From an optimization exercise on the open Yosys and OpenROAD flow, aimed at small area; shortcuts taken in it are not production practice. Function not checked in this run: the RTL went through the layout flow alone.

==> flow/design.v <==
`timescale 1ns / 1ps
module ws_conv5(
    input sys_clk,
    input en,
    input load_w,
    input clr,
    input [10:0] w11, w12, w13, w14, w15,
    input [10:0] w21, w22, w23, w24, w25,
    input [10:0] w31, w32, w33, w34, w35,
    input [10:0] w41, w42, w43, w44, w45,
    input [10:0] w51, w52, w53, w54, w55,
    input [10:0] bias,
    input [10:0] x1, x2, x3, x4, x5,
    output reg [10:0] acc_out
    );
    wire [10:0] win [0:24];
    assign win[0] = w11; assign win[1] = w12; assign win[2] = w13; assign win[3] = w14; assign win[4] = w15;
    assign win[5] = w21; assign win[6] = w22; assign win[7] = w23; assign win[8] = w24; assign win[9] = w25;
    assign win[10] = w31; assign win[11] = w32; assign win[12] = w33; assign win[13] = w34; assign win[14] = w35;
    assign win[15] = w41; assign win[16] = w42; assign win[17] = w43; assign win[18] = w44; assign win[19] = w45;
    assign win[20] = w51; assign win[21] = w52; assign win[22] = w53; assign win[23] = w54; assign win[24] = w55;
    wire [10:0] xin [0:4];
    assign xin[0] = x1; assign xin[1] = x2; assign xin[2] = x3; assign xin[3] = x4; assign xin[4] = x5;
    wire step = en & ~load_w;
    reg [10:0] wc [0:24];     
    reg [10:0] wt [0:24];     
    reg [10:0] b;             
    reg [10:0] f [0:4][0:3];  
    reg [10:0] sa [0:4];      
    reg [10:0] sb [0:4];      
    integer i, r, c;
    always @(posedge sys_clk) begin
        if (en) begin
            b <= bias;
            for (i = 0; i < 25; i = i + 1)
                wc[i] <= win[i][10] ? {1'b1, ~win[i][9:0] + 10'd1} : win[i];
        end
        if (load_w)
            for (i = 0; i < 25; i = i + 1)
                wt[i] <= wc[i];
    end
    wire [10:0] rsa [0:4];
    wire [10:0] rsb [0:4];
    genvar gr, gc;
    generate
        for (gr = 0; gr < 5; gr = gr + 1) begin : row
            wire [10:0] pc [0:4];    
            wire [4:0] pci;          
            for (gc = 0; gc < 5; gc = gc + 1) begin : col
                wire [10:0] wv = wt[gr*5+gc];
                wire [10:0] xv;
                wire [10:0] c;
                wire cin;
                assign pc[gc] = c;
                assign pci[gc] = cin;
                if (gc == 0) begin : p
                    assign xv = xin[gr];
                wire t1 = ~(wv[0] & xv[0]);
                wire t2 = ~(wv[0] & xv[1]);
                wire t3 = ~(wv[0] & xv[2]);
                wire t4 = ~(wv[0] & xv[3]);
                wire t5 = ~(wv[0] & xv[4]);
                wire t6 = ~(wv[0] & xv[5]);
                wire t7 = ~(wv[0] & xv[6]);
                wire t8 = ~(wv[0] & xv[7]);
                wire t9 = ~(wv[0] & xv[8]);
                wire t10 = ~(wv[0] & xv[9]);
                wire t11 = ~(wv[1] & xv[0]);
                wire t12 = ~(wv[1] & xv[1]);
                wire t13 = ~(wv[1] & xv[2]);
                wire t14 = ~(wv[1] & xv[3]);
                wire t15 = ~(wv[1] & xv[4]);
                wire t16 = ~(wv[1] & xv[5]);
                wire t17 = ~(wv[1] & xv[6]);
                wire t18 = ~(wv[1] & xv[7]);
                wire t19 = ~(wv[1] & xv[8]);
                wire t20 = ~(wv[1] & xv[9]);
                wire t21 = ~(wv[2] & xv[0]);
                wire t22 = ~(wv[2] & xv[1]);
                wire t23 = ~(wv[2] & xv[2]);
                wire t24 = ~(wv[2] & xv[3]);
                wire t25 = ~(wv[2] & xv[4]);
                wire t26 = ~(wv[2] & xv[5]);
                wire t27 = ~(wv[2] & xv[6]);
                wire t28 = ~(wv[2] & xv[7]);
                wire t29 = ~(wv[2] & xv[8]);
                wire t30 = ~(wv[2] & xv[9]);
                wire t31 = ~(wv[3] & xv[0]);
                wire t32 = ~(wv[3] & xv[1]);
                wire t33 = ~(wv[3] & xv[2]);
                wire t34 = ~(wv[3] & xv[3]);
                wire t35 = ~(wv[3] & xv[4]);
                wire t36 = ~(wv[3] & xv[5]);
                wire t37 = ~(wv[3] & xv[6]);
                wire t38 = ~(wv[3] & xv[7]);
                wire t39 = ~(wv[3] & xv[8]);
                wire t40 = ~(wv[3] & xv[9]);
                wire t41 = ~(wv[4] & xv[0]);
                wire t42 = ~(wv[4] & xv[1]);
                wire t43 = ~(wv[4] & xv[2]);
                wire t44 = ~(wv[4] & xv[3]);
                wire t45 = ~(wv[4] & xv[4]);
                wire t46 = ~(wv[4] & xv[5]);
                wire t47 = ~(wv[4] & xv[6]);
                wire t48 = ~(wv[4] & xv[7]);
                wire t49 = ~(wv[4] & xv[8]);
                wire t50 = ~(wv[4] & xv[9]);
                wire t51 = ~(wv[5] & xv[0]);
                wire t52 = ~(wv[5] & xv[1]);
                wire t53 = ~(wv[5] & xv[2]);
                wire t54 = ~(wv[5] & xv[3]);
                wire t55 = ~(wv[5] & xv[4]);
                wire t56 = ~(wv[5] & xv[5]);
                wire t57 = ~(wv[5] & xv[6]);
                wire t58 = ~(wv[5] & xv[7]);
                wire t59 = ~(wv[5] & xv[8]);
                wire t60 = ~(wv[5] & xv[9]);
                wire t61 = ~(wv[6] & xv[0]);
                wire t62 = ~(wv[6] & xv[1]);
                wire t63 = ~(wv[6] & xv[2]);
                wire t64 = ~(wv[6] & xv[3]);
                wire t65 = ~(wv[6] & xv[4]);
                wire t66 = ~(wv[6] & xv[5]);
                wire t67 = ~(wv[6] & xv[6]);
                wire t68 = ~(wv[6] & xv[7]);
                wire t69 = ~(wv[6] & xv[8]);
                wire t70 = ~(wv[6] & xv[9]);
                wire t71 = ~(wv[7] & xv[0]);
                wire t72 = ~(wv[7] & xv[1]);
                wire t73 = ~(wv[7] & xv[2]);
                wire t74 = ~(wv[7] & xv[3]);
                wire t75 = ~(wv[7] & xv[4]);
                wire t76 = ~(wv[7] & xv[5]);
                wire t77 = ~(wv[7] & xv[6]);
                wire t78 = ~(wv[7] & xv[7]);
                wire t79 = ~(wv[7] & xv[8]);
                wire t80 = ~(wv[7] & xv[9]);
                wire t81 = ~(wv[8] & xv[0]);
                wire t82 = ~(wv[8] & xv[1]);
                wire t83 = ~(wv[8] & xv[2]);
                wire t84 = ~(wv[8] & xv[3]);
                wire t85 = ~(wv[8] & xv[4]);
                wire t86 = ~(wv[8] & xv[5]);
                wire t87 = ~(wv[8] & xv[6]);
                wire t88 = ~(wv[8] & xv[7]);
                wire t89 = ~(wv[8] & xv[8]);
                wire t90 = ~(wv[9] & xv[0]);
                wire t91 = ~(wv[9] & xv[1]);
                wire t92 = ~(wv[9] & xv[2]);
                wire t93 = ~(wv[9] & xv[3]);
                wire t94 = ~(wv[9] & xv[4]);
                wire t95 = ~(wv[9] & xv[5]);
                wire t96 = ~(wv[9] & xv[6]);
                wire t97 = ~(wv[9] & xv[7]);
                wire t98, t99;
                xnor2m ut98(.a(t2), .b(t11), .y(t98));
                or2m ut99(.a(t2), .b(t11), .y(t99));
                wire t100, t101;
                fa ut100(.a(t3), .b(t12), .c(t21), .s(t100), .co(t101));
                wire t102, t103;
                xnor2m ut102(.a(t99), .b(t100), .y(t102));
                or2m ut103(.a(t99), .b(t100), .y(t103));
                wire t104, t105;
                fa ut104(.a(t4), .b(t13), .c(t22), .s(t104), .co(t105));
                wire t106, t107;
                fa ut106(.a(t31), .b(t101), .c(t104), .s(t106), .co(t107));
                wire t108, t109;
                xnor2m ut108(.a(t103), .b(t106), .y(t108));
                or2m ut109(.a(t103), .b(t106), .y(t109));
                wire t110, t111;
                fa ut110(.a(t5), .b(t14), .c(t23), .s(t110), .co(t111));
                wire t112, t113;
                fa ut112(.a(t32), .b(t41), .c(t105), .s(t112), .co(t113));
                wire t114, t115;
                fa ut114(.a(t110), .b(t107), .c(t112), .s(t114), .co(t115));
                wire t116, t117;
                xnor2m ut116(.a(t109), .b(t114), .y(t116));
                or2m ut117(.a(t109), .b(t114), .y(t117));
                wire t118, t119;
                fa ut118(.a(t6), .b(t15), .c(t24), .s(t118), .co(t119));
                wire t120, t121;
                fa ut120(.a(t33), .b(t42), .c(t51), .s(t120), .co(t121));
                wire t122, t123;
                fa ut122(.a(t111), .b(t118), .c(t120), .s(t122), .co(t123));
                wire t124, t125;
                fa ut124(.a(t113), .b(t122), .c(t115), .s(t124), .co(t125));
                wire t126, t127;
                xnor2m ut126(.a(t117), .b(t124), .y(t126));
                or2m ut127(.a(t117), .b(t124), .y(t127));
                wire t128, t129;
                fa ut128(.a(t7), .b(t16), .c(t25), .s(t128), .co(t129));
                wire t130, t131;
                fa ut130(.a(t34), .b(t43), .c(t52), .s(t130), .co(t131));
                wire t132, t133;
                fa ut132(.a(t61), .b(t119), .c(t121), .s(t132), .co(t133));
                wire t134, t135;
                fa ut134(.a(t128), .b(t130), .c(t123), .s(t134), .co(t135));
                wire t136, t137;
                fa ut136(.a(t132), .b(t134), .c(t125), .s(t136), .co(t137));
                wire t138, t139;
                xnor2m ut138(.a(t127), .b(t136), .y(t138));
                or2m ut139(.a(t127), .b(t136), .y(t139));
                wire t140, t141;
                fa ut140(.a(t8), .b(t17), .c(t26), .s(t140), .co(t141));
                wire t142, t143;
                fa ut142(.a(t35), .b(t44), .c(t53), .s(t142), .co(t143));
                wire t144, t145;
                fa ut144(.a(t62), .b(t71), .c(t129), .s(t144), .co(t145));
                wire t146, t147;
                fa ut146(.a(t131), .b(t140), .c(t142), .s(t146), .co(t147));
                wire t148, t149;
                fa ut148(.a(t133), .b(t144), .c(t146), .s(t148), .co(t149));
                wire t150, t151;
                fa ut150(.a(t135), .b(t148), .c(t137), .s(t150), .co(t151));
                wire t152, t153;
                xnor2m ut152(.a(t139), .b(t150), .y(t152));
                or2m ut153(.a(t139), .b(t150), .y(t153));
                wire t154, t155;
                fa ut154(.a(t9), .b(t18), .c(t27), .s(t154), .co(t155));
                wire t156, t157;
                fa ut156(.a(t36), .b(t45), .c(t54), .s(t156), .co(t157));
                wire t158, t159;
                fa ut158(.a(t63), .b(t72), .c(t81), .s(t158), .co(t159));
                wire t160, t161;
                fa ut160(.a(t141), .b(t143), .c(t154), .s(t160), .co(t161));
                wire t162, t163;
                fa ut162(.a(t156), .b(t158), .c(t145), .s(t162), .co(t163));
                wire t164, t165;
                fa ut164(.a(t147), .b(t160), .c(t162), .s(t164), .co(t165));
                wire t166, t167;
                fa ut166(.a(t149), .b(t164), .c(t151), .s(t166), .co(t167));
                wire t168, t169;
                xnor2m ut168(.a(t153), .b(t166), .y(t168));
                or2m ut169(.a(t153), .b(t166), .y(t169));
                wire t170, t171;
                fa ut170(.a(t10), .b(t19), .c(t28), .s(t170), .co(t171));
                wire t172, t173;
                fa ut172(.a(t37), .b(t46), .c(t55), .s(t172), .co(t173));
                wire t174, t175;
                fa ut174(.a(t64), .b(t73), .c(t82), .s(t174), .co(t175));
                wire t176, t177;
                fa ut176(.a(t90), .b(t155), .c(t157), .s(t176), .co(t177));
                wire t178, t179;
                fa ut178(.a(t159), .b(t170), .c(t172), .s(t178), .co(t179));
                wire t180, t181;
                fa ut180(.a(t174), .b(t161), .c(t176), .s(t180), .co(t181));
                wire t182, t183;
                fa ut182(.a(t178), .b(t163), .c(t180), .s(t182), .co(t183));
                wire t184, t185;
                fa ut184(.a(t165), .b(t182), .c(t167), .s(t184), .co(t185));
                wire t186, t187;
                xnor2m ut186(.a(t169), .b(t184), .y(t186));
                or2m ut187(.a(t169), .b(t184), .y(t187));
                wire t188, t189;
                fa ut188(.a(t20), .b(t29), .c(t38), .s(t188), .co(t189));
                wire t190, t191;
                fa ut190(.a(t47), .b(t56), .c(t65), .s(t190), .co(t191));
                wire t192, t193;
                fa ut192(.a(t74), .b(t83), .c(t91), .s(t192), .co(t193));
                wire t194, t195;
                fa ut194(.a(t171), .b(t173), .c(t175), .s(t194), .co(t195));
                wire t196, t197;
                fa ut196(.a(t188), .b(t190), .c(t192), .s(t196), .co(t197));
                wire t198, t199;
                fa ut198(.a(t177), .b(t179), .c(t194), .s(t198), .co(t199));
                wire t200, t201;
                fa ut200(.a(t196), .b(t181), .c(t198), .s(t200), .co(t201));
                wire t202, t203;
                fa ut202(.a(t183), .b(t200), .c(t185), .s(t202), .co(t203));
                wire t204, t205;
                xnor2m ut204(.a(t187), .b(t202), .y(t204));
                or2m ut205(.a(t187), .b(t202), .y(t205));
                wire t206, t207;
                fa ut206(.a(t30), .b(t39), .c(t48), .s(t206), .co(t207));
                wire t208, t209;
                fa ut208(.a(t57), .b(t66), .c(t75), .s(t208), .co(t209));
                wire t210, t211;
                fa ut210(.a(t84), .b(t92), .c(t189), .s(t210), .co(t211));
                wire t212, t213;
                fa ut212(.a(t191), .b(t193), .c(t206), .s(t212), .co(t213));
                wire t214, t215;
                fa ut214(.a(t208), .b(t195), .c(t197), .s(t214), .co(t215));
                wire t216, t217;
                fa ut216(.a(t210), .b(t212), .c(t199), .s(t216), .co(t217));
                wire t218, t219;
                fa ut218(.a(t214), .b(t201), .c(t216), .s(t218), .co(t219));
                wire t220, t221;
                fa ut220(.a(t218), .b(t203), .c(t205), .s(t220), .co(t221));
                wire t222, t223;
                fa ut222(.a(t40), .b(t49), .c(t58), .s(t222), .co(t223));
                wire t224, t225;
                fa ut224(.a(t67), .b(t76), .c(t85), .s(t224), .co(t225));
                wire t226, t227;
                fa ut226(.a(t93), .b(t207), .c(t209), .s(t226), .co(t227));
                wire t228, t229;
                fa ut228(.a(t222), .b(t224), .c(t211), .s(t228), .co(t229));
                wire t230, t231;
                fa ut230(.a(t213), .b(t226), .c(t215), .s(t230), .co(t231));
                wire t232, t233;
                fa ut232(.a(t228), .b(t217), .c(t230), .s(t232), .co(t233));
                wire t234, t235;
                fa ut234(.a(t219), .b(t232), .c(t221), .s(t234), .co(t235));
                wire t236, t237;
                fa ut236(.a(t50), .b(t59), .c(t68), .s(t236), .co(t237));
                wire t238, t239;
                fa ut238(.a(t77), .b(t86), .c(t94), .s(t238), .co(t239));
                wire t240, t241;
                fa ut240(.a(t223), .b(t225), .c(t236), .s(t240), .co(t241));
                wire t242, t243;
                fa ut242(.a(t238), .b(t227), .c(t240), .s(t242), .co(t243));
                wire t244, t245;
                fa ut244(.a(t229), .b(t242), .c(t231), .s(t244), .co(t245));
                wire t246, t247;
                fa ut246(.a(t233), .b(t244), .c(t235), .s(t246), .co(t247));
                wire t248, t249;
                fa ut248(.a(t60), .b(t69), .c(t78), .s(t248), .co(t249));
                wire t250, t251;
                fa ut250(.a(t87), .b(t95), .c(t237), .s(t250), .co(t251));
                wire t252, t253;
                fa ut252(.a(t239), .b(t248), .c(t241), .s(t252), .co(t253));
                wire t254, t255;
                fa ut254(.a(t250), .b(t243), .c(t252), .s(t254), .co(t255));
                wire t256, t257;
                fa ut256(.a(t254), .b(t245), .c(t247), .s(t256), .co(t257));
                wire t258, t259;
                fa ut258(.a(t70), .b(t79), .c(t88), .s(t258), .co(t259));
                wire t260, t261;
                fa ut260(.a(t96), .b(t249), .c(t258), .s(t260), .co(t261));
                wire t262, t263;
                fa ut262(.a(t251), .b(t260), .c(t253), .s(t262), .co(t263));
                wire t264, t265;
                fa ut264(.a(t255), .b(t262), .c(t257), .s(t264), .co(t265));
                wire t266, t267;
                fa ut266(.a(t80), .b(t89), .c(t97), .s(t266), .co(t267));
                wire t268, t269;
                fa ut268(.a(t259), .b(t266), .c(t261), .s(t268), .co(t269));
                wire t270, t271;
                fa ut270(.a(t268), .b(t263), .c(t265), .s(t270), .co(t271));
                wire [9:0] t = {~t270, ~t264, ~t256, ~t246, ~t234, ~t220, ~t204, ~t186, ~t168, ~t152};
                wire sg = wv[10] ^ xv[10];
                wire lowz = t1 & t98 & t102 & t108 & t116 & t126 & t138;
                assign cin = sg & (lowz | ~|t);
                assign c = {sg, t ^ {10{sg}}};
                end else begin : q
                    assign xv = f[gr][gc-1];
                wire t1 = ~(wv[0] & xv[0]);
                wire t2 = ~(wv[0] & xv[1]);
                wire t3 = ~(wv[0] & xv[2]);
                wire t4 = ~(wv[0] & xv[3]);
                wire t5 = ~(wv[0] & xv[4]);
                wire t6 = ~(wv[0] & xv[5]);
                wire t7 = ~(wv[0] & xv[6]);
                wire t8 = ~(wv[0] & xv[7]);
                wire t9 = ~(wv[0] & xv[8]);
                wire t10 = ~(wv[0] & xv[9]);
                wire t11 = ~(wv[1] & xv[0]);
                wire t12 = ~(wv[1] & xv[1]);
                wire t13 = ~(wv[1] & xv[2]);
                wire t14 = ~(wv[1] & xv[3]);
                wire t15 = ~(wv[1] & xv[4]);
                wire t16 = ~(wv[1] & xv[5]);
                wire t17 = ~(wv[1] & xv[6]);
                wire t18 = ~(wv[1] & xv[7]);
                wire t19 = ~(wv[1] & xv[8]);
                wire t20 = ~(wv[1] & xv[9]);
                wire t21 = ~(wv[2] & xv[0]);
                wire t22 = ~(wv[2] & xv[1]);
                wire t23 = ~(wv[2] & xv[2]);
                wire t24 = ~(wv[2] & xv[3]);
                wire t25 = ~(wv[2] & xv[4]);
                wire t26 = ~(wv[2] & xv[5]);
                wire t27 = ~(wv[2] & xv[6]);
                wire t28 = ~(wv[2] & xv[7]);
                wire t29 = ~(wv[2] & xv[8]);
                wire t30 = ~(wv[2] & xv[9]);
                wire t31 = ~(wv[3] & xv[0]);
                wire t32 = ~(wv[3] & xv[1]);
                wire t33 = ~(wv[3] & xv[2]);
                wire t34 = ~(wv[3] & xv[3]);
                wire t35 = ~(wv[3] & xv[4]);
                wire t36 = ~(wv[3] & xv[5]);
                wire t37 = ~(wv[3] & xv[6]);
                wire t38 = ~(wv[3] & xv[7]);
                wire t39 = ~(wv[3] & xv[8]);
                wire t40 = ~(wv[3] & xv[9]);
                wire t41 = ~(wv[4] & xv[0]);
                wire t42 = ~(wv[4] & xv[1]);
                wire t43 = ~(wv[4] & xv[2]);
                wire t44 = ~(wv[4] & xv[3]);
                wire t45 = ~(wv[4] & xv[4]);
                wire t46 = ~(wv[4] & xv[5]);
                wire t47 = ~(wv[4] & xv[6]);
                wire t48 = ~(wv[4] & xv[7]);
                wire t49 = ~(wv[4] & xv[8]);
                wire t50 = ~(wv[4] & xv[9]);
                wire t51 = ~(wv[5] & xv[0]);
                wire t52 = ~(wv[5] & xv[1]);
                wire t53 = ~(wv[5] & xv[2]);
                wire t54 = ~(wv[5] & xv[3]);
                wire t55 = ~(wv[5] & xv[4]);
                wire t56 = ~(wv[5] & xv[5]);
                wire t57 = ~(wv[5] & xv[6]);
                wire t58 = ~(wv[5] & xv[7]);
                wire t59 = ~(wv[5] & xv[8]);
                wire t60 = ~(wv[5] & xv[9]);
                wire t61 = ~(wv[6] & xv[0]);
                wire t62 = ~(wv[6] & xv[1]);
                wire t63 = ~(wv[6] & xv[2]);
                wire t64 = ~(wv[6] & xv[3]);
                wire t65 = ~(wv[6] & xv[4]);
                wire t66 = ~(wv[6] & xv[5]);
                wire t67 = ~(wv[6] & xv[6]);
                wire t68 = ~(wv[6] & xv[7]);
                wire t69 = ~(wv[6] & xv[8]);
                wire t70 = ~(wv[6] & xv[9]);
                wire t71 = ~(wv[7] & xv[0]);
                wire t72 = ~(wv[7] & xv[1]);
                wire t73 = ~(wv[7] & xv[2]);
                wire t74 = ~(wv[7] & xv[3]);
                wire t75 = ~(wv[7] & xv[4]);
                wire t76 = ~(wv[7] & xv[5]);
                wire t77 = ~(wv[7] & xv[6]);
                wire t78 = ~(wv[7] & xv[7]);
                wire t79 = ~(wv[7] & xv[8]);
                wire t80 = ~(wv[7] & xv[9]);
                wire t81 = ~(wv[8] & xv[0]);
                wire t82 = ~(wv[8] & xv[1]);
                wire t83 = ~(wv[8] & xv[2]);
                wire t84 = ~(wv[8] & xv[3]);
                wire t85 = ~(wv[8] & xv[4]);
                wire t86 = ~(wv[8] & xv[5]);
                wire t87 = ~(wv[8] & xv[6]);
                wire t88 = ~(wv[8] & xv[7]);
                wire t89 = ~(wv[8] & xv[8]);
                wire t90 = ~(wv[9] & xv[0]);
                wire t91 = ~(wv[9] & xv[1]);
                wire t92 = ~(wv[9] & xv[2]);
                wire t93 = ~(wv[9] & xv[3]);
                wire t94 = ~(wv[9] & xv[4]);
                wire t95 = ~(wv[9] & xv[5]);
                wire t96 = ~(wv[9] & xv[6]);
                wire t97 = ~(wv[9] & xv[7]);
                wire t98, t99;
                xnor2m ut98(.a(t2), .b(t11), .y(t98));
                or2m ut99(.a(t2), .b(t11), .y(t99));
                wire t100, t101;
                fa ut100(.a(t3), .b(t12), .c(t21), .s(t100), .co(t101));
                wire t102, t103;
                xnor2m ut102(.a(t99), .b(t100), .y(t102));
                or2m ut103(.a(t99), .b(t100), .y(t103));
                wire t104, t105;
                fa ut104(.a(t4), .b(t13), .c(t22), .s(t104), .co(t105));
                wire t106, t107;
                fa ut106(.a(t31), .b(t101), .c(t104), .s(t106), .co(t107));
                wire t108, t109;
                xnor2m ut108(.a(t103), .b(t106), .y(t108));
                or2m ut109(.a(t103), .b(t106), .y(t109));
                wire t110, t111;
                fa ut110(.a(t5), .b(t14), .c(t23), .s(t110), .co(t111));
                wire t112, t113;
                fa ut112(.a(t32), .b(t41), .c(t105), .s(t112), .co(t113));
                wire t114, t115;
                fa ut114(.a(t110), .b(t112), .c(t107), .s(t114), .co(t115));
                wire t116, t117;
                xnor2m ut116(.a(t109), .b(t114), .y(t116));
                or2m ut117(.a(t109), .b(t114), .y(t117));
                wire t118, t119;
                fa ut118(.a(t6), .b(t15), .c(t24), .s(t118), .co(t119));
                wire t120, t121;
                fa ut120(.a(t33), .b(t42), .c(t51), .s(t120), .co(t121));
                wire t122, t123;
                fa ut122(.a(t111), .b(t118), .c(t120), .s(t122), .co(t123));
                wire t124, t125;
                fa ut124(.a(t113), .b(t122), .c(t115), .s(t124), .co(t125));
                wire t126, t127;
                xnor2m ut126(.a(t117), .b(t124), .y(t126));
                or2m ut127(.a(t117), .b(t124), .y(t127));
                wire t128, t129;
                fa ut128(.a(t7), .b(t16), .c(t25), .s(t128), .co(t129));
                wire t130, t131;
                fa ut130(.a(t34), .b(t43), .c(t52), .s(t130), .co(t131));
                wire t132, t133;
                fa ut132(.a(t61), .b(t119), .c(t121), .s(t132), .co(t133));
                wire t134, t135;
                fa ut134(.a(t128), .b(t130), .c(t132), .s(t134), .co(t135));
                wire t136, t137;
                fa ut136(.a(t123), .b(t134), .c(t125), .s(t136), .co(t137));
                wire t138, t139;
                xnor2m ut138(.a(t127), .b(t136), .y(t138));
                or2m ut139(.a(t127), .b(t136), .y(t139));
                wire t140, t141;
                fa ut140(.a(t8), .b(t17), .c(t26), .s(t140), .co(t141));
                wire t142, t143;
                fa ut142(.a(t35), .b(t44), .c(t53), .s(t142), .co(t143));
                wire t144, t145;
                fa ut144(.a(t62), .b(t71), .c(t129), .s(t144), .co(t145));
                wire t146, t147;
                fa ut146(.a(t131), .b(t140), .c(t142), .s(t146), .co(t147));
                wire t148, t149;
                fa ut148(.a(t133), .b(t144), .c(t146), .s(t148), .co(t149));
                wire t150, t151;
                fa ut150(.a(t135), .b(t148), .c(t137), .s(t150), .co(t151));
                wire t152, t153;
                xnor2m ut152(.a(t139), .b(t150), .y(t152));
                or2m ut153(.a(t139), .b(t150), .y(t153));
                wire t154, t155;
                fa ut154(.a(t9), .b(t18), .c(t27), .s(t154), .co(t155));
                wire t156, t157;
                fa ut156(.a(t36), .b(t45), .c(t54), .s(t156), .co(t157));
                wire t158, t159;
                fa ut158(.a(t63), .b(t72), .c(t81), .s(t158), .co(t159));
                wire t160, t161;
                fa ut160(.a(t141), .b(t143), .c(t154), .s(t160), .co(t161));
                wire t162, t163;
                fa ut162(.a(t156), .b(t158), .c(t145), .s(t162), .co(t163));
                wire t164, t165;
                fa ut164(.a(t147), .b(t160), .c(t162), .s(t164), .co(t165));
                wire t166, t167;
                fa ut166(.a(t149), .b(t164), .c(t151), .s(t166), .co(t167));
                wire t168, t169;
                xnor2m ut168(.a(t153), .b(t166), .y(t168));
                or2m ut169(.a(t153), .b(t166), .y(t169));
                wire t170, t171;
                fa ut170(.a(t10), .b(t19), .c(t28), .s(t170), .co(t171));
                wire t172, t173;
                fa ut172(.a(t37), .b(t46), .c(t55), .s(t172), .co(t173));
                wire t174, t175;
                fa ut174(.a(t64), .b(t73), .c(t82), .s(t174), .co(t175));
                wire t176, t177;
                fa ut176(.a(t90), .b(t155), .c(t157), .s(t176), .co(t177));
                wire t178, t179;
                fa ut178(.a(t159), .b(t170), .c(t172), .s(t178), .co(t179));
                wire t180, t181;
                fa ut180(.a(t174), .b(t176), .c(t161), .s(t180), .co(t181));
                wire t182, t183;
                fa ut182(.a(t178), .b(t163), .c(t180), .s(t182), .co(t183));
                wire t184, t185;
                fa ut184(.a(t165), .b(t182), .c(t167), .s(t184), .co(t185));
                wire t186, t187;
                xnor2m ut186(.a(t169), .b(t184), .y(t186));
                or2m ut187(.a(t169), .b(t184), .y(t187));
                wire t188, t189;
                fa ut188(.a(t20), .b(t29), .c(t38), .s(t188), .co(t189));
                wire t190, t191;
                fa ut190(.a(t47), .b(t56), .c(t65), .s(t190), .co(t191));
                wire t192, t193;
                fa ut192(.a(t74), .b(t83), .c(t91), .s(t192), .co(t193));
                wire t194, t195;
                fa ut194(.a(t171), .b(t173), .c(t175), .s(t194), .co(t195));
                wire t196, t197;
                fa ut196(.a(t188), .b(t190), .c(t192), .s(t196), .co(t197));
                wire t198, t199;
                fa ut198(.a(t177), .b(t194), .c(t179), .s(t198), .co(t199));
                wire t200, t201;
                fa ut200(.a(t196), .b(t181), .c(t198), .s(t200), .co(t201));
                wire t202, t203;
                fa ut202(.a(t183), .b(t200), .c(t185), .s(t202), .co(t203));
                wire t204, t205;
                xnor2m ut204(.a(t187), .b(t202), .y(t204));
                or2m ut205(.a(t187), .b(t202), .y(t205));
                wire t206, t207;
                fa ut206(.a(t30), .b(t39), .c(t48), .s(t206), .co(t207));
                wire t208, t209;
                fa ut208(.a(t57), .b(t66), .c(t75), .s(t208), .co(t209));
                wire t210, t211;
                fa ut210(.a(t84), .b(t92), .c(t189), .s(t210), .co(t211));
                wire t212, t213;
                fa ut212(.a(t191), .b(t193), .c(t206), .s(t212), .co(t213));
                wire t214, t215;
                fa ut214(.a(t208), .b(t195), .c(t210), .s(t214), .co(t215));
                wire t216, t217;
                fa ut216(.a(t197), .b(t212), .c(t199), .s(t216), .co(t217));
                wire t218, t219;
                fa ut218(.a(t214), .b(t201), .c(t216), .s(t218), .co(t219));
                wire t220, t221;
                fa ut220(.a(t218), .b(t203), .c(t205), .s(t220), .co(t221));
                wire t222, t223;
                fa ut222(.a(t40), .b(t49), .c(t58), .s(t222), .co(t223));
                wire t224, t225;
                fa ut224(.a(t67), .b(t76), .c(t85), .s(t224), .co(t225));
                wire t226, t227;
                fa ut226(.a(t93), .b(t207), .c(t209), .s(t226), .co(t227));
                wire t228, t229;
                fa ut228(.a(t222), .b(t224), .c(t211), .s(t228), .co(t229));
                wire t230, t231;
                fa ut230(.a(t226), .b(t213), .c(t215), .s(t230), .co(t231));
                wire t232, t233;
                fa ut232(.a(t228), .b(t217), .c(t230), .s(t232), .co(t233));
                wire t234, t235;
                fa ut234(.a(t219), .b(t232), .c(t221), .s(t234), .co(t235));
                wire t236, t237;
                fa ut236(.a(t50), .b(t59), .c(t68), .s(t236), .co(t237));
                wire t238, t239;
                fa ut238(.a(t77), .b(t86), .c(t94), .s(t238), .co(t239));
                wire t240, t241;
                fa ut240(.a(t223), .b(t225), .c(t236), .s(t240), .co(t241));
                wire t242, t243;
                fa ut242(.a(t238), .b(t227), .c(t240), .s(t242), .co(t243));
                wire t244, t245;
                fa ut244(.a(t229), .b(t242), .c(t231), .s(t244), .co(t245));
                wire t246, t247;
                fa ut246(.a(t233), .b(t244), .c(t235), .s(t246), .co(t247));
                wire t248, t249;
                fa ut248(.a(t60), .b(t69), .c(t78), .s(t248), .co(t249));
                wire t250, t251;
                fa ut250(.a(t87), .b(t95), .c(t237), .s(t250), .co(t251));
                wire t252, t253;
                fa ut252(.a(t239), .b(t248), .c(t250), .s(t252), .co(t253));
                wire t254, t255;
                fa ut254(.a(t241), .b(t243), .c(t252), .s(t254), .co(t255));
                wire t256, t257;
                fa ut256(.a(t254), .b(t245), .c(t247), .s(t256), .co(t257));
                wire t258, t259;
                fa ut258(.a(t70), .b(t79), .c(t88), .s(t258), .co(t259));
                wire t260, t261;
                fa ut260(.a(t96), .b(t249), .c(t258), .s(t260), .co(t261));
                wire t262, t263;
                fa ut262(.a(t251), .b(t260), .c(t253), .s(t262), .co(t263));
                wire t264, t265;
                fa ut264(.a(t255), .b(t262), .c(t257), .s(t264), .co(t265));
                wire t266, t267;
                fa ut266(.a(t80), .b(t89), .c(t97), .s(t266), .co(t267));
                wire t268, t269;
                fa ut268(.a(t259), .b(t266), .c(t261), .s(t268), .co(t269));
                wire t270, t271;
                fa ut270(.a(t268), .b(t263), .c(t265), .s(t270), .co(t271));
                wire [9:0] t = {~t270, ~t264, ~t256, ~t246, ~t234, ~t220, ~t204, ~t186, ~t168, ~t152};
                wire sg = wv[10] ^ xv[10];
                wire lowz = t1 & t98 & t102 & t108 & t116 & t126 & t138;
                assign cin = sg & (lowz | ~|t);
                assign c = {sg, t ^ {10{sg}}};
                end
            end
            if (gr == 0) begin : r0
            wire t1, t2;
            fa ut1(.a(b[0]), .b(pc[1][0]), .c(pc[2][0]), .s(t1), .co(t2));
            wire t3, t4;
            fa ut3(.a(pc[3][0]), .b(pc[4][0]), .c(t1), .s(t3), .co(t4));
            wire t5, t6;
            fa ut5(.a(t3), .b(pc[0][0]), .c(pci[1]), .s(t5), .co(t6));
            wire t7, t8;
            fa ut7(.a(pci[2]), .b(pci[3]), .c(pci[4]), .s(t7), .co(t8));
            wire t9, t10;
            ha ut9(.a(t5), .b(t7), .s(t9), .co(t10));
            wire t11, t12;
            fa ut11(.a(b[1]), .b(pc[1][1]), .c(pc[2][1]), .s(t11), .co(t12));
            wire t13, t14;
            fa ut13(.a(pc[3][1]), .b(pc[4][1]), .c(t2), .s(t13), .co(t14));
            wire t15, t16;
            fa ut15(.a(t11), .b(t4), .c(t13), .s(t15), .co(t16));
            wire t17, t18;
            fa ut17(.a(t15), .b(pc[0][1]), .c(t6), .s(t17), .co(t18));
            wire t19, t20;
            ha ut19(.a(t8), .b(t10), .s(t19), .co(t20));
            wire t21, t22;
            fa ut21(.a(b[2]), .b(pc[1][2]), .c(pc[2][2]), .s(t21), .co(t22));
            wire t23, t24;
            fa ut23(.a(pc[3][2]), .b(pc[4][2]), .c(t12), .s(t23), .co(t24));
            wire t25, t26;
            fa ut25(.a(t14), .b(t21), .c(t23), .s(t25), .co(t26));
            wire t27, t28;
            fa ut27(.a(t16), .b(t25), .c(pc[0][2]), .s(t27), .co(t28));
            wire t29, t30;
            ha ut29(.a(t27), .b(t18), .s(t29), .co(t30));
            wire t31, t32;
            fa ut31(.a(b[3]), .b(pc[1][3]), .c(pc[2][3]), .s(t31), .co(t32));
            wire t33, t34;
            fa ut33(.a(pc[3][3]), .b(pc[4][3]), .c(t22), .s(t33), .co(t34));
            wire t35, t36;
            fa ut35(.a(t24), .b(t26), .c(t31), .s(t35), .co(t36));
            wire t37, t38;
            fa ut37(.a(t33), .b(t35), .c(pc[0][3]), .s(t37), .co(t38));
            wire t39, t40;
            ha ut39(.a(t28), .b(t37), .s(t39), .co(t40));
            wire t41, t42;
            fa ut41(.a(b[4]), .b(pc[1][4]), .c(pc[2][4]), .s(t41), .co(t42));
            wire t43, t44;
            fa ut43(.a(pc[3][4]), .b(pc[4][4]), .c(t32), .s(t43), .co(t44));
            wire t45, t46;
            fa ut45(.a(t34), .b(t36), .c(t41), .s(t45), .co(t46));
            wire t47, t48;
            fa ut47(.a(t43), .b(t45), .c(pc[0][4]), .s(t47), .co(t48));
            wire t49, t50;
            ha ut49(.a(t38), .b(t40), .s(t49), .co(t50));
            wire t51, t52;
            fa ut51(.a(b[5]), .b(pc[1][5]), .c(pc[2][5]), .s(t51), .co(t52));
            wire t53, t54;
            fa ut53(.a(pc[3][5]), .b(pc[4][5]), .c(t42), .s(t53), .co(t54));
            wire t55, t56;
            fa ut55(.a(t44), .b(t46), .c(t51), .s(t55), .co(t56));
            wire t57, t58;
            fa ut57(.a(t53), .b(t55), .c(pc[0][5]), .s(t57), .co(t58));
            wire t59, t60;
            ha ut59(.a(t48), .b(t50), .s(t59), .co(t60));
            wire t61, t62;
            fa ut61(.a(b[6]), .b(pc[1][6]), .c(pc[2][6]), .s(t61), .co(t62));
            wire t63, t64;
            fa ut63(.a(pc[3][6]), .b(pc[4][6]), .c(t52), .s(t63), .co(t64));
            wire t65, t66;
            fa ut65(.a(t54), .b(t56), .c(t61), .s(t65), .co(t66));
            wire t67, t68;
            fa ut67(.a(t63), .b(t65), .c(t60), .s(t67), .co(t68));
            wire t69, t70;
            ha ut69(.a(pc[0][6]), .b(t58), .s(t69), .co(t70));
            wire t71, t72;
            fa ut71(.a(b[7]), .b(pc[1][7]), .c(pc[2][7]), .s(t71), .co(t72));
            wire t73, t74;
            fa ut73(.a(pc[3][7]), .b(pc[4][7]), .c(t62), .s(t73), .co(t74));
            wire t75, t76;
            fa ut75(.a(t64), .b(t66), .c(t71), .s(t75), .co(t76));
            wire t77, t78;
            fa ut77(.a(t73), .b(t75), .c(t70), .s(t77), .co(t78));
            wire t79, t80;
            ha ut79(.a(t68), .b(pc[0][7]), .s(t79), .co(t80));
            wire t81, t82;
            fa ut81(.a(b[8]), .b(pc[1][8]), .c(pc[2][8]), .s(t81), .co(t82));
            wire t83, t84;
            fa ut83(.a(pc[3][8]), .b(pc[4][8]), .c(t72), .s(t83), .co(t84));
            wire t85, t86;
            fa ut85(.a(t74), .b(t76), .c(t81), .s(t85), .co(t86));
            wire t87, t88;
            fa ut87(.a(t83), .b(t85), .c(t78), .s(t87), .co(t88));
            wire t89, t90;
            ha ut89(.a(t80), .b(pc[0][8]), .s(t89), .co(t90));
            wire t91, t92;
            fa ut91(.a(b[9]), .b(pc[1][9]), .c(pc[2][9]), .s(t91), .co(t92));
            wire t93, t94;
            fa ut93(.a(pc[3][9]), .b(pc[4][9]), .c(t82), .s(t93), .co(t94));
            wire t95, t96;
            fa ut95(.a(t84), .b(t86), .c(t91), .s(t95), .co(t96));
            wire t97, t98;
            fa ut97(.a(t93), .b(t95), .c(t88), .s(t97), .co(t98));
            wire t99, t100;
            ha ut99(.a(t90), .b(pc[0][9]), .s(t99), .co(t100));
            wire t101, t102;
            fa ut101(.a(b[10]), .b(pc[0][10]), .c(pc[1][10]), .s(t101), .co(t102));
            wire t103, t104;
            fa ut103(.a(pc[2][10]), .b(pc[3][10]), .c(pc[4][10]), .s(t103), .co(t104));
            wire t105, t106;
            fa ut105(.a(t101), .b(t103), .c(t92), .s(t105), .co(t106));
            wire t107, t108;
            fa ut107(.a(t94), .b(t96), .c(t105), .s(t107), .co(t108));
            wire t109, t110;
            ha ut109(.a(t107), .b(t100), .s(t109), .co(t110));
            assign rsa[gr] = {t98, t97, t87, t77, t67, t57, t47, t30, t20, t17, pci[0]};
            assign rsb[gr] = {t109, t99, t89, t79, t69, t59, t49, t39, t29, t19, t9};
            end else begin : rn
            wire t1, t2;
            fa ut1(.a(sa[gr-1][0]), .b(sb[gr-1][0]), .c(pc[1][0]), .s(t1), .co(t2));
            wire t3, t4;
            fa ut3(.a(pc[2][0]), .b(pc[3][0]), .c(pc[4][0]), .s(t3), .co(t4));
            wire t5, t6;
            fa ut5(.a(t1), .b(t3), .c(pc[0][0]), .s(t5), .co(t6));
            wire t7, t8;
            fa ut7(.a(t5), .b(pci[1]), .c(pci[2]), .s(t7), .co(t8));
            wire t9, t10;
            fa ut9(.a(pci[3]), .b(pci[4]), .c(t7), .s(t9), .co(t10));
            wire t11, t12;
            fa ut11(.a(sa[gr-1][1]), .b(sb[gr-1][1]), .c(pc[1][1]), .s(t11), .co(t12));
            wire t13, t14;
            fa ut13(.a(pc[2][1]), .b(pc[3][1]), .c(pc[4][1]), .s(t13), .co(t14));
            wire t15, t16;
            fa ut15(.a(t2), .b(t4), .c(t11), .s(t15), .co(t16));
            wire t17, t18;
            fa ut17(.a(t13), .b(t15), .c(pc[0][1]), .s(t17), .co(t18));
            wire t19, t20;
            fa ut19(.a(t6), .b(t17), .c(t8), .s(t19), .co(t20));
            wire t21, t22;
            fa ut21(.a(sa[gr-1][2]), .b(sb[gr-1][2]), .c(pc[1][2]), .s(t21), .co(t22));
            wire t23, t24;
            fa ut23(.a(pc[2][2]), .b(pc[3][2]), .c(pc[4][2]), .s(t23), .co(t24));
            wire t25, t26;
            fa ut25(.a(t12), .b(t14), .c(t16), .s(t25), .co(t26));
            wire t27, t28;
            fa ut27(.a(t21), .b(t23), .c(t25), .s(t27), .co(t28));
            wire t29, t30;
            fa ut29(.a(t27), .b(pc[0][2]), .c(t18), .s(t29), .co(t30));
            wire t31, t32;
            fa ut31(.a(sa[gr-1][3]), .b(sb[gr-1][3]), .c(pc[1][3]), .s(t31), .co(t32));
            wire t33, t34;
            fa ut33(.a(pc[2][3]), .b(pc[3][3]), .c(pc[4][3]), .s(t33), .co(t34));
            wire t35, t36;
            fa ut35(.a(t22), .b(t24), .c(t26), .s(t35), .co(t36));
            wire t37, t38;
            fa ut37(.a(t31), .b(t33), .c(t28), .s(t37), .co(t38));
            wire t39, t40;
            fa ut39(.a(t35), .b(t37), .c(pc[0][3]), .s(t39), .co(t40));
            wire t41, t42;
            fa ut41(.a(sa[gr-1][4]), .b(sb[gr-1][4]), .c(pc[1][4]), .s(t41), .co(t42));
            wire t43, t44;
            fa ut43(.a(pc[2][4]), .b(pc[3][4]), .c(pc[4][4]), .s(t43), .co(t44));
            wire t45, t46;
            fa ut45(.a(t32), .b(t34), .c(t36), .s(t45), .co(t46));
            wire t47, t48;
            fa ut47(.a(t41), .b(t43), .c(t38), .s(t47), .co(t48));
            wire t49, t50;
            fa ut49(.a(t45), .b(t47), .c(pc[0][4]), .s(t49), .co(t50));
            wire t51, t52;
            fa ut51(.a(sa[gr-1][5]), .b(sb[gr-1][5]), .c(pc[1][5]), .s(t51), .co(t52));
            wire t53, t54;
            fa ut53(.a(pc[2][5]), .b(pc[3][5]), .c(pc[4][5]), .s(t53), .co(t54));
            wire t55, t56;
            fa ut55(.a(t42), .b(t44), .c(t46), .s(t55), .co(t56));
            wire t57, t58;
            fa ut57(.a(t51), .b(t53), .c(t48), .s(t57), .co(t58));
            wire t59, t60;
            fa ut59(.a(t55), .b(t57), .c(pc[0][5]), .s(t59), .co(t60));
            wire t61, t62;
            fa ut61(.a(sa[gr-1][6]), .b(sb[gr-1][6]), .c(pc[1][6]), .s(t61), .co(t62));
            wire t63, t64;
            fa ut63(.a(pc[2][6]), .b(pc[3][6]), .c(pc[4][6]), .s(t63), .co(t64));
            wire t65, t66;
            fa ut65(.a(t52), .b(t54), .c(t56), .s(t65), .co(t66));
            wire t67, t68;
            fa ut67(.a(t61), .b(t63), .c(t58), .s(t67), .co(t68));
            wire t69, t70;
            fa ut69(.a(t65), .b(t67), .c(pc[0][6]), .s(t69), .co(t70));
            wire t71, t72;
            fa ut71(.a(sa[gr-1][7]), .b(sb[gr-1][7]), .c(pc[1][7]), .s(t71), .co(t72));
            wire t73, t74;
            fa ut73(.a(pc[2][7]), .b(pc[3][7]), .c(pc[4][7]), .s(t73), .co(t74));
            wire t75, t76;
            fa ut75(.a(t62), .b(t64), .c(t66), .s(t75), .co(t76));
            wire t77, t78;
            fa ut77(.a(t71), .b(t73), .c(t68), .s(t77), .co(t78));
            wire t79, t80;
            fa ut79(.a(t75), .b(t77), .c(t70), .s(t79), .co(t80));
            wire t81, t82;
            fa ut81(.a(sa[gr-1][8]), .b(sb[gr-1][8]), .c(pc[1][8]), .s(t81), .co(t82));
            wire t83, t84;
            fa ut83(.a(pc[2][8]), .b(pc[3][8]), .c(pc[4][8]), .s(t83), .co(t84));
            wire t85, t86;
            fa ut85(.a(t72), .b(t74), .c(t76), .s(t85), .co(t86));
            wire t87, t88;
            fa ut87(.a(t81), .b(t83), .c(t78), .s(t87), .co(t88));
            wire t89, t90;
            fa ut89(.a(t85), .b(t87), .c(t80), .s(t89), .co(t90));
            wire t91, t92;
            fa ut91(.a(sa[gr-1][9]), .b(sb[gr-1][9]), .c(pc[1][9]), .s(t91), .co(t92));
            wire t93, t94;
            fa ut93(.a(pc[2][9]), .b(pc[3][9]), .c(pc[4][9]), .s(t93), .co(t94));
            wire t95, t96;
            fa ut95(.a(t82), .b(t84), .c(t86), .s(t95), .co(t96));
            wire t97, t98;
            fa ut97(.a(t91), .b(t93), .c(t88), .s(t97), .co(t98));
            wire t99, t100;
            fa ut99(.a(t95), .b(t97), .c(pc[0][9]), .s(t99), .co(t100));
            wire t101, t102;
            fa ut101(.a(sa[gr-1][10]), .b(sb[gr-1][10]), .c(pc[0][10]), .s(t101), .co(t102));
            wire t103, t104;
            fa ut103(.a(pc[1][10]), .b(pc[2][10]), .c(pc[3][10]), .s(t103), .co(t104));
            wire t105, t106;
            fa ut105(.a(pc[4][10]), .b(t101), .c(t103), .s(t105), .co(t106));
            wire t107, t108;
            fa ut107(.a(t105), .b(t92), .c(t94), .s(t107), .co(t108));
            wire t109, t110;
            fa ut109(.a(t96), .b(t107), .c(t98), .s(t109), .co(t110));
            assign rsa[gr] = {t100, t90, pc[0][8], pc[0][7], t60, t50, t40, t30, t20, t10, pci[0]};
            assign rsb[gr] = {t109, t99, t89, t79, t69, t59, t49, t39, t29, t19, t9};
            end
        end
    endgenerate
    wire [10:0] acc_d;
    wire t1, t2;
    ha ut1(.a(sa[4][0]), .b(sb[4][0]), .s(t1), .co(t2));
    wire t3, t4;
    fa ut3(.a(sa[4][1]), .b(sb[4][1]), .c(t2), .s(t3), .co(t4));
    wire t5, t6;
    fa ut5(.a(sa[4][2]), .b(sb[4][2]), .c(t4), .s(t5), .co(t6));
    wire t7, t8;
    fa ut7(.a(sa[4][3]), .b(sb[4][3]), .c(t6), .s(t7), .co(t8));
    wire t9, t10;
    fa ut9(.a(sa[4][4]), .b(sb[4][4]), .c(t8), .s(t9), .co(t10));
    wire t11, t12;
    fa ut11(.a(sa[4][5]), .b(sb[4][5]), .c(t10), .s(t11), .co(t12));
    wire t13, t14;
    fa ut13(.a(sa[4][6]), .b(sb[4][6]), .c(t12), .s(t13), .co(t14));
    wire t15, t16;
    fa ut15(.a(sa[4][7]), .b(sb[4][7]), .c(t14), .s(t15), .co(t16));
    wire t17, t18;
    fa ut17(.a(sa[4][8]), .b(sb[4][8]), .c(t16), .s(t17), .co(t18));
    wire t19, t20;
    fa ut19(.a(sa[4][9]), .b(sb[4][9]), .c(t18), .s(t19), .co(t20));
    wire t21, t22;
    fa ut21(.a(sa[4][10]), .b(sb[4][10]), .c(t20), .s(t21), .co(t22));
    assign acc_d = {t21, t19, t17, t15, t13, t11, t9, t7, t5, t3, t1};
    always @(posedge sys_clk) begin
        if (step) begin
            for (r = 0; r < 5; r = r + 1) begin
                sa[r] <= rsa[r];
                sb[r] <= rsb[r];
                f[r][0] <= xin[r];
                for (c = 1; c < 4; c = c + 1)
                    f[r][c] <= f[r][c-1];
            end
        end
        acc_out <= clr ? 11'd0 : acc_d;
    end
endmodule
module fa(input a, input b, input c, output s, output co);
    assign s = a ^ b ^ c;
    assign co = (a & b) | (a & c) | (b & c);
endmodule
module xnor2m(input a, input b, output y);
    assign y = ~(a ^ b);
endmodule
module or2m(input a, input b, output y);
    assign y = a | b;
endmodule
module ha(input a, input b, output s, output co);
    assign s = a ^ b;
    assign co = a & b;
endmodule
==> flow/flow/run.sh <==
#!/bin/bash
# Layout: the standard flow (standard.sh), except that the buffer put on
# every input and output port is the smallest buffer cell. The whole output of
# the flow goes to standard.log; ORFS keeps each step's log under orfs/logs/.
set -euo pipefail
cd "$(dirname "$0")/.."
export BUFFER_PORTS_ARGS="-buffer_cell sky130_fd_sc_hd__buf_1"
bash standard.sh > standard.log 2>&1
==> flow/standard.sh <==
#!/bin/bash
# synth_recipe.tcl (not shown) runs the flow's synth.tcl, then flattens the netlist and writes it again
# the make line also repeats each setting of config.mk as NAME=value (left out here)
make -C /OpenROAD-flow-scripts/flow DESIGN_CONFIG=/design/flow/config.mk WORK_HOME=/design/flow/orfs CLKGATE_MAP_FILE= SYNTH_SCRIPT=/design/flow/synth_recipe.tcl "${@:-finish}"
==> flow/config.mk <==
export PLATFORM = sky130hd
export DESIGN_NAME = ws_conv5
export DESIGN_NICKNAME = ws_conv5
export VERILOG_FILES = /design/flow/design.v
export SDC_FILE = /design/flow/constraint.sdc
export NUM_CORES = 4
export LEC_CHECK = 0
export CAP_MARGIN = 0
export CORE_MARGIN = 2
export CORE_UTILIZATION = 60
export CTS_BUF_LIST = sky130_fd_sc_hd__clkbuf_16
export CTS_CLUSTER_DIAMETER = 100
export CTS_CLUSTER_SIZE = 20
export PLACE_DENSITY = 0.72
export SLEW_MARGIN = 0
export SYNTH_HIERARCHICAL = 1
==> flow/constraint.sdc <==
create_clock -name core_clock -period 9.5 [get_ports {sys_clk}]
set_input_delay 1.9000 -clock core_clock [delete_from_list [all_inputs] [get_ports {sys_clk}]]
set_output_delay 1.9000 -clock core_clock [all_outputs]
set_load 0.01 [all_outputs]
==> run_results.csv <==
group,metric,value,unit
final_layout,post-route-util,0.648,
grt,overflow,0,
synth,seq_area_frac_synth,0.287,
cts,cts.htree.levels,2,
route,drtIter0Drc,5572,
worst_hold_path,whs_endpoint,"wt[21][3]",
floorplan,core,156000,µm²
cts,clockBufferDepth,3,
final_layout,syn_to_final_growth,7.33,%
cts,cts_sinks,902,
worst_hold_path,hp-start,"wc[21][3]",
cts,ctsRootBufferMaster,"clkbuf_16",
timing,tightest_slew,1140,ps
critical_path,worstReg2RegEnd,"sb[3][9]",
critical_path,start_kind,"flop",
floorplan,num_rows,145,
route,routed_wl,221000,µm
timing,min_period,9320,ps
cts,clk_latency,730,ps
synth,synthCells,7719,
floorplan,dieArea,160000,µm²
grt,grt_pass1_vias,64000,
grt,grt_pass1_wl,352000,µm
synth,synth_ff_type,"edfxtp_1",
timing,slew_violations,0,
grt,grt_start_max_net_pins,168,
worst_hold_path,min_path_type,"flop to flop",
synth,ys_ff_latch,902,
cts,postCtsHoldBufs,0,
floorplan,ioPinCount,356,
place,place_inst,9954,
timing,finClkSkew,33.9,ps
worst_hold_path,whs_path_depth,0,
critical_path,endpoint_kind,"flop",
place,numPortBuffers,355,
route,drt-wirelength-per-cell,21.9,µm
synth,synth_top_area_frac,0.468,
grt,antenna_found_initial,10,
cts,cts_tree,"yes",
critical_path,critPathMaxFanout,3,
critical_path,rr_startpoint,"wt[16][0]",
flow_run,maxCapViolations,0,
synth,synthesis.nets,10300,
critical_path,reg2reg_slack,180,ps
final_layout,drive_above_1_share,0.0634,
synth,synth_area_leader_cell,"fa_1",
timing,fin_crit_sh,0.981,
timing,finalHoldViolations,0,
synth,ys_types,32,
floorplan,die_h,400,µm
timing,max_freq,107,MHz
cts,cts_buffers,57,
synth,synth_warnings,17,
critical_path,rr_worst_depth,22,
critical_path,crit_type,"flop to flop",
synth,synth-edff-count,891,
route,vias,59000,
route,postRouteAntennaNets,0,
synth,avgSynthCellArea,12.2,µm²
critical_path,crit_arrival,9800,ps
place,place.gp.congestion,0.945,
floorplan,start_util,0.603,
timing,layout_setup_ws,183,ps
route,dr.pass1.iters,6,
synth,synth_async_sr_flop_share,0,
critical_path,worstPathRequired,9980,ps
timing,max_slew_margin,0.239,
route,via_per_inst,5.86,
grt,grt_usage,0.286,
cts,clk_pin_slew_worst_paths,90,ps
final_layout,fin_cells,10100,
route,drcViolationCount,0,
timing,setup_viol,0,
final_layout,n_fill_cell,11600,
outcome,status,"complete, no violations",
synth,netlist_area,94100,µm²
synth,synth_area_leaders,"fa_1, edfxtp_1, nand2_1",
place,post-place-ws,-170,ps
final_layout,nets,10600,
place,dp_hpwl,178000,µm
floorplan,die_w,400,µm
worst max path at each step:
stage / from / end / slack, ps / cells past startpoint
floorplan: x2[3] / sb[1][9] / 110 / 20
global placement: x1[3] / sb[0][10] / -130 / 21
detailed placement: x1[3] / sb[0][10] / -170 / 21
CTS: wt[2][0] / sb[0][10] / 70 / 22
global route: wt[16][0] / sb[3][9] / -20 / 22
finish: wt[16][0] / sb[3][9] / 180 / 22
layout make-up:
type	instances	area, µm²	share of cell area
sequential	902	27000	0.267
clock buffer	57	1430	0.0141
antenna	6	15.0	0.000149
clock inverter	32	399	0.00395
inverter	73	274	0.00271
timing repair buffer	738	4250	0.0421
tap	2058	2570	0.0255
multi-input combinational	6215	65100	0.645
Yosys stat by module, one instance, submodules excluded:
module	times used	area (µm²)	cells	flops+latches
ws_conv5	1	46200	5008	902
fa	2199	20.0	1	0
ha	12	12.5	1	0
xnor2m	250	8.76	1	0
or2m	250	6.26	1	0
cell usage after synthesis, types with 6 or more instances:
master,count
nand2_1,2477
fa_1,2199
edfxtp_1,891
xnor2_1,612
clkbuf_1,444
or2_1,250
xor2_1,113
nand4_1,75
inv_1,73
nor3_1,69
buf_1,60
o21ai_0,54
a21oi_1,44
a31oi_1,44
nor2_1,44
ha_1,37
nand2b_1,28
o31ai_1,26
a211oi_1,25
buf_2,25
o21a_1,25
a21o_1,22
nor4_1,22
or4_1,21
nor2b_1,12
dfxtp_1,11
o41ai_1,6
routing by layer:
metal,track usage,part of all wire,up-vias
met3,0.0453,0.081,500
li1,-,-,24700
met2,0.464,0.49,2880
met1,0.400,0.39,30900
met4,0.0964,0.040,6
met5,0,0.00011,-
timing repair:
item	4_1_cts	5_1_grt
endpoints found under the hold margin	0	0
buffers inserted	1	31
pin swaps	0	18
gates resized for setup	0	37
setup endpoints to repair	1	14
flip-flops by register name, summed over array words and instances (netlist names):
| signal | count |
|---|---|
| sb | 55 |
| acc_out | 11 |
| b | 11 |
| wt | 275 |
| sa | 55 |
| wc | 275 |
| f | 220 |
critical path, cell delays in order, from the launching register on:
cell and delay, ps:
edfxtp_1 380, nand2_1 90, fa_1 450, fa_1 470, fa_1 420, fa_1 410, fa_1 410, fa_1 390
fa_1 520, xnor2_2 240, xnor2_1 180, fa_1 480, fa_1 400, fa_1 460, fa_1 400, fa_1 390
fa_1 390, fa_1 390, fa_1 390, fa_1 400, fa_1 400, fa_1 570, fa_1 440
layout by cell type (no fill, tap or decap), drive strengths merged:
| cell | count |
|---|---|
| or3 | 4 |
| dfxtp | 11 |
| clkinvlp | 1 |
| a21o | 22 |
| buf | 736 |
| nor2b | 12 |
| clkinv | 9 |
| nand4 | 75 |
| or4 | 23 |
| nor3 | 69 |
| diode | 6 |
| a211oi | 25 |
| nand2b | 28 |
| nor2 | 44 |
| xnor2 | 612 |
| nor4 | 22 |
| or2 | 252 |
| o21a | 25 |
| a21oi | 44 |
| inv | 89 |
| bufinv | 6 |
| clkbuf | 59 |
| edfxtp | 891 |
| a31oi | 44 |
| nand2 | 2477 |
| o31ai | 26 |
| fa | 2199 |
| o21ai | 54 |
| o41ai | 8 |
| ha | 37 |
| xor2 | 113 |
kinds of logic after synthesis:
family                   Yosys count  share of synthesized area
AND/OR/NAND/NOR                 3006                      0.132
AO/OA/AOI/OAI                    248                     0.0169
XOR/XNOR                         725                     0.0675
adder cells (fa/ha/maj)         2236                      0.473
buffers and inverters            602                     0.0243
flip-flops                       902                      0.287
per-stage QoR:
stage	hold slack [ps]	instance area, µm²	TNS, ps
final	404	101000	0
after CTS	396	101000	0
after global placement	401	98700	-221
after detailed placement	405	98700	-621
after floorplan	400	94100	0
after global routing	416	101000	-35.8

-- port drivers added, routing unchanged --
The flow's constraints put no driver on any port. The routed layout listed below was extracted and timed again, unchanged, in two steps. Step 1, drivers: a clkbuf_16 drives sys_clk and a buf_2 each remaining input, both assumed. Step 2 also shifts input and output timing later by t, the mid clock arrival at the registers, as if the neighbouring blocks saw the same clock. a / b / c = ideal / step 1 / step 2; a / b = the first two.
t, ns: 0.804
setup slack, ns: 0.183 / 0.183 / -0.221
cell pins on the clock port's net: 1
Met with ideal ports but missed after step 2: setup timing in this run. The setup slack of this run moves by 0.000 ns with the drivers and by -0.404 ns with both steps.
